This design comes from an exercise in tuning for small area, a short achievable clock period and few clock cycles per item on the open sky130 flow, not from production work.
The RTL was checked by simulation tests, not by an equivalence proof against the original design.
Power and IR drop assume default switching activity.

## shift_add_multiplier
module shift_add_multiplier #(
    parameter integer WIDTH = 16
) (
    input wire clk,
    input wire reset_n,
    input wire tvalid_slave_1,
    input signed [WIDTH-1:0] tdata_slave_1,
    output wire tready_slave_1,
    input wire tvalid_slave_2,
    input signed [WIDTH-1:0] tdata_slave_2,
    output wire tready_slave_2,
    output reg tvalid_master,
    output reg signed [WIDTH-1:0] tdata_master,
    input wire tready_master
);
Size in the first run: ~480 cells after synthesis, ~93 flip-flops, ~56 I/O pins, ~0.0060 mm^2 of cells after synthesis.
clock: 5.0 ns
lec_check: 0
cap_margin: 0
core_margin: 2
core_utilization: 40
cts_buf_list: sky130_fd_sc_hd__clkbuf_8
gpl_timing_driven: 0
setup_slack_margin: 2.3
slew_margin: 0
synth_hierarchical: 1
standard.sh (not shown) runs the stock make flow with config.mk's settings and CLKGATE_MAP_FILE= SYNTH_SCRIPT=/design/flow/synth_recipe.tcl, a recipe that flattens the netlist after the stock synthesis.
==> flow/flow/run.sh <==
#!/bin/bash
# The standard layout (standard.sh), with the port buffers that global
# placement inserts made from the smallest buffer cell, and clock tree
# synthesis building larger sink clusters without dummy loads.
set -euo pipefail
export BUFFER_PORTS_ARGS="-buffer_cell sky130_fd_sc_hd__buf_1"
export CTS_ARGS="-sink_clustering_enable -repair_clock_nets -buf_list sky130_fd_sc_hd__clkbuf_8 -sink_clustering_size 30 -sink_clustering_max_diameter 150 -dont_use_dummy_load"
bash standard.sh > standard.log 2>&1
The first run produced a clean layout.
Testbench counts at the start, summed over its fixed seeds: cycles 1,224, items 1,200.
Next try:
==> flow/flow/run.sh (replaced) <==
#!/bin/bash
# The standard layout (standard.sh), with the port buffers that global
# placement inserts made from the smallest buffer cell instead of the default.
set -euo pipefail
export BUFFER_PORTS_ARGS="-buffer_cell sky130_fd_sc_hd__buf_1"
bash standard.sh > standard.log 2>&1
Settings changed: SETUP_SLACK_MARGIN 2.3 to 2.5.
Result: The changed run produced a clean layout. Clock power is higher by about a fifth. Global-route usage rose by 0.32 points. Clock skew is lower by 0.016 ns. Cell area rose by a few percent. Sequential cell count stays the same. Sequential power hardly moves. Die area does not change. Register-to-register slack improves by 0.07 ns. Combinational power rises by a few percent. Via count goes up by a few percent. Non-clock buffer count rises by 26.
Next try:
--- a/flow/flow/run.sh
+++ b/flow/flow/run.sh
@@ -3 +3,2 @@
-# placement inserts made from the smallest buffer cell instead of the default.
+# placement inserts made from the smallest buffer cell, and clock tree
+# synthesis building larger sink clusters without dummy loads.
@@ -5,0 +7 @@
+export CTS_ARGS="-sink_clustering_enable -repair_clock_nets -buf_list sky130_fd_sc_hd__clkbuf_8 -sink_clustering_size 24 -dont_use_dummy_load"
Settings changed: SETUP_SLACK_MARGIN 2.5 to 2.1.
What happened: The new run completed with no timing, DRC or antenna violations. Total power came out lower by 5.2%. Design area went down by 6.8%. Die area is unchanged. Wire length falls by 6.4%. Worst setup slack is worse by 0.18 ns. Non-clock buffer count goes down by 41. Synthesized cell count stays the same. Final cell count went down by 6.3%. Clock-buffer cell count is unchanged. Maximum frequency decreases by 6.9%.
Next try:
Settings changed: SETUP_SLACK_MARGIN 2.1 to 2.4.
Final cell count is higher by 3.0%.
Core utilization rose by 1.3 points.
Global-route usage came out higher by 0.29 points.
Next try:
--- a/flow/flow/run.sh
+++ b/flow/flow/run.sh
@@ -2,3 +1,0 @@
-# The standard layout (standard.sh), with the port buffers that global
-# placement inserts made from the smallest buffer cell, and clock tree
-# synthesis building larger sink clusters without dummy loads.
Settings changed: SETUP_SLACK_MARGIN 2.4 to 2.65.
The changed run passed the timing, DRC and antenna checks.
Clock skew stays flat.
Power went up by about 4%.
Worst hold slack stays flat.
Final cell count went up by 4.1%.
Setup slack improved by 0.064 ns.
Final area went up by about 7.5%.
Non-clock buffer count went up by 30.
Core utilization went up by 3.5 points.
Flip-flop and latch count is unchanged.
Global-route usage went up by 0.65 points.
Next try:
--- a/flow/flow/run.sh
+++ b/flow/flow/run.sh
@@ -1,0 +2,3 @@
+# The standard layout (standard.sh), with the port buffers that global
+# placement inserts made from the smallest buffer cell, and clock tree
+# synthesis building larger sink clusters without dummy loads.
Settings changed: PLACE_DENSITY set to 0.75, SETUP_SLACK_MARGIN 2.65 to 2.3.
Outcome: Die area does not change. Maximum frequency goes down by 5.8%. Sequential power hardly moves. Wire length drops by 7.2%. Clock-buffer cell count stays the same.

---

== rev 12 ==
shift_add_multiplier again, from the RTL that the note above started with.
Settings: LEC_CHECK=0, CAP_MARGIN=0, CORE_MARGIN=2, CORE_UTILIZATION=40, CTS_BUF_LIST=sky130_fd_sc_hd__clkbuf_8, GPL_TIMING_DRIVEN=0, SETUP_SLACK_MARGIN=2.4, SLEW_MARGIN=0, SYNTH_HIERARCHICAL=1; clock period 5.0 ns.
==> flow/flow/run.sh <==
#!/bin/bash
set -euo pipefail
export BUFFER_PORTS_ARGS="-buffer_cell sky130_fd_sc_hd__buf_1"
export CTS_ARGS="-sink_clustering_enable -repair_clock_nets -buf_list sky130_fd_sc_hd__clkbuf_8 -sink_clustering_size 24 -dont_use_dummy_load"
bash standard.sh > standard.log 2>&1
Rev 12 | stages: all done | timing, DRC, antenna: all pass
Testbench counts of rev 12, summed over its fixed seeds: cycles 1,224, items 1,200.
The inputs of rev 13 differ from those of rev 12 as listed below.
- changing SETUP_SLACK_MARGIN from 2.4 to 2.3
diff --git a/flow/flow/run.sh b/flow/flow/run.sh
--- a/flow/flow/run.sh
+++ b/flow/flow/run.sh
@@ -1,2 +1,5 @@
 #!/bin/bash
+# The standard layout (standard.sh), with the port buffers that global
+# placement inserts made from the smallest buffer cell, and clock tree
+# synthesis building larger sink clusters without dummy loads.
 set -euo pipefail
==> results.txt <==
Portion of the layout cell area used by non-clock buffers delta for rev 13 relative to rev 12: 0.55 points lower
Rev 12 → rev 13: logic depth of the worst setup path including buffers up 1; worst path required time flat.
Going from rev 12 to rev 13, layout overhead on the synthesized area shrinks by 0.97 points.
Rev 13 and rev 12 ended up with roughly the same met1 wire length.

separate check: timing with driven ports:
How much do the figures lean on ideal ports? The routed layouts below were timed once more, with nothing changed but the port constraints. Step 1: set_driving_cell puts a clkbuf_16 on clk and a buf_2 on each other input, an assumption about the parent block. Step 2 times the ports against the registers' clock, not the clock port: input delays grow and output delays shrink by t, the midpoint of the rising clock arrivals with the driver on. Three values: ideal ports, drivers, drivers and shift; two values: the first two.
| run | shift t [ns] | setup WS [ns] | slew at the worst register clock pin (ns) | worst data-port slew with drivers (ns) | cell pins on the clock port's net |
|---|---|---|---|---|---|
| the first run of note 1 | 0.397 | 2.507 / 2.507 / 2.211 | 0.10 / 0.10 | 0.04 | 1 |
| the second run of note 1 | 0.410 | 2.539 / 2.516 / 2.339 | 0.10 / 0.10 | 0.04 | 1 |
| the third run of note 1 | 0.393 | 2.357 / 2.357 / 2.231 | 0.10 / 0.10 | 0.04 | 1 |
| the fourth run of note 1 | 0.399 | 2.521 / 2.521 / 2.236 | 0.10 / 0.10 | 0.04 | 1 |
| the fifth run of note 1 | 0.405 | 2.584 / 2.541 / 2.400 | 0.10 / 0.10 | 0.05 | 1 |
| the sixth run of note 1 | 0.407 | 2.435 / 2.435 / 2.205 | 0.10 / 0.10 | 0.03 | 1 |
| rev 12 | 0.399 | 2.521 / 2.521 / 2.236 | 0.10 / 0.10 | 0.04 | 1 |
| rev 13 | 0.397 | 2.507 / 2.507 / 2.211 | 0.10 / 0.10 | 0.04 | 1 |
After both steps setup and hold are still met in every run listed.
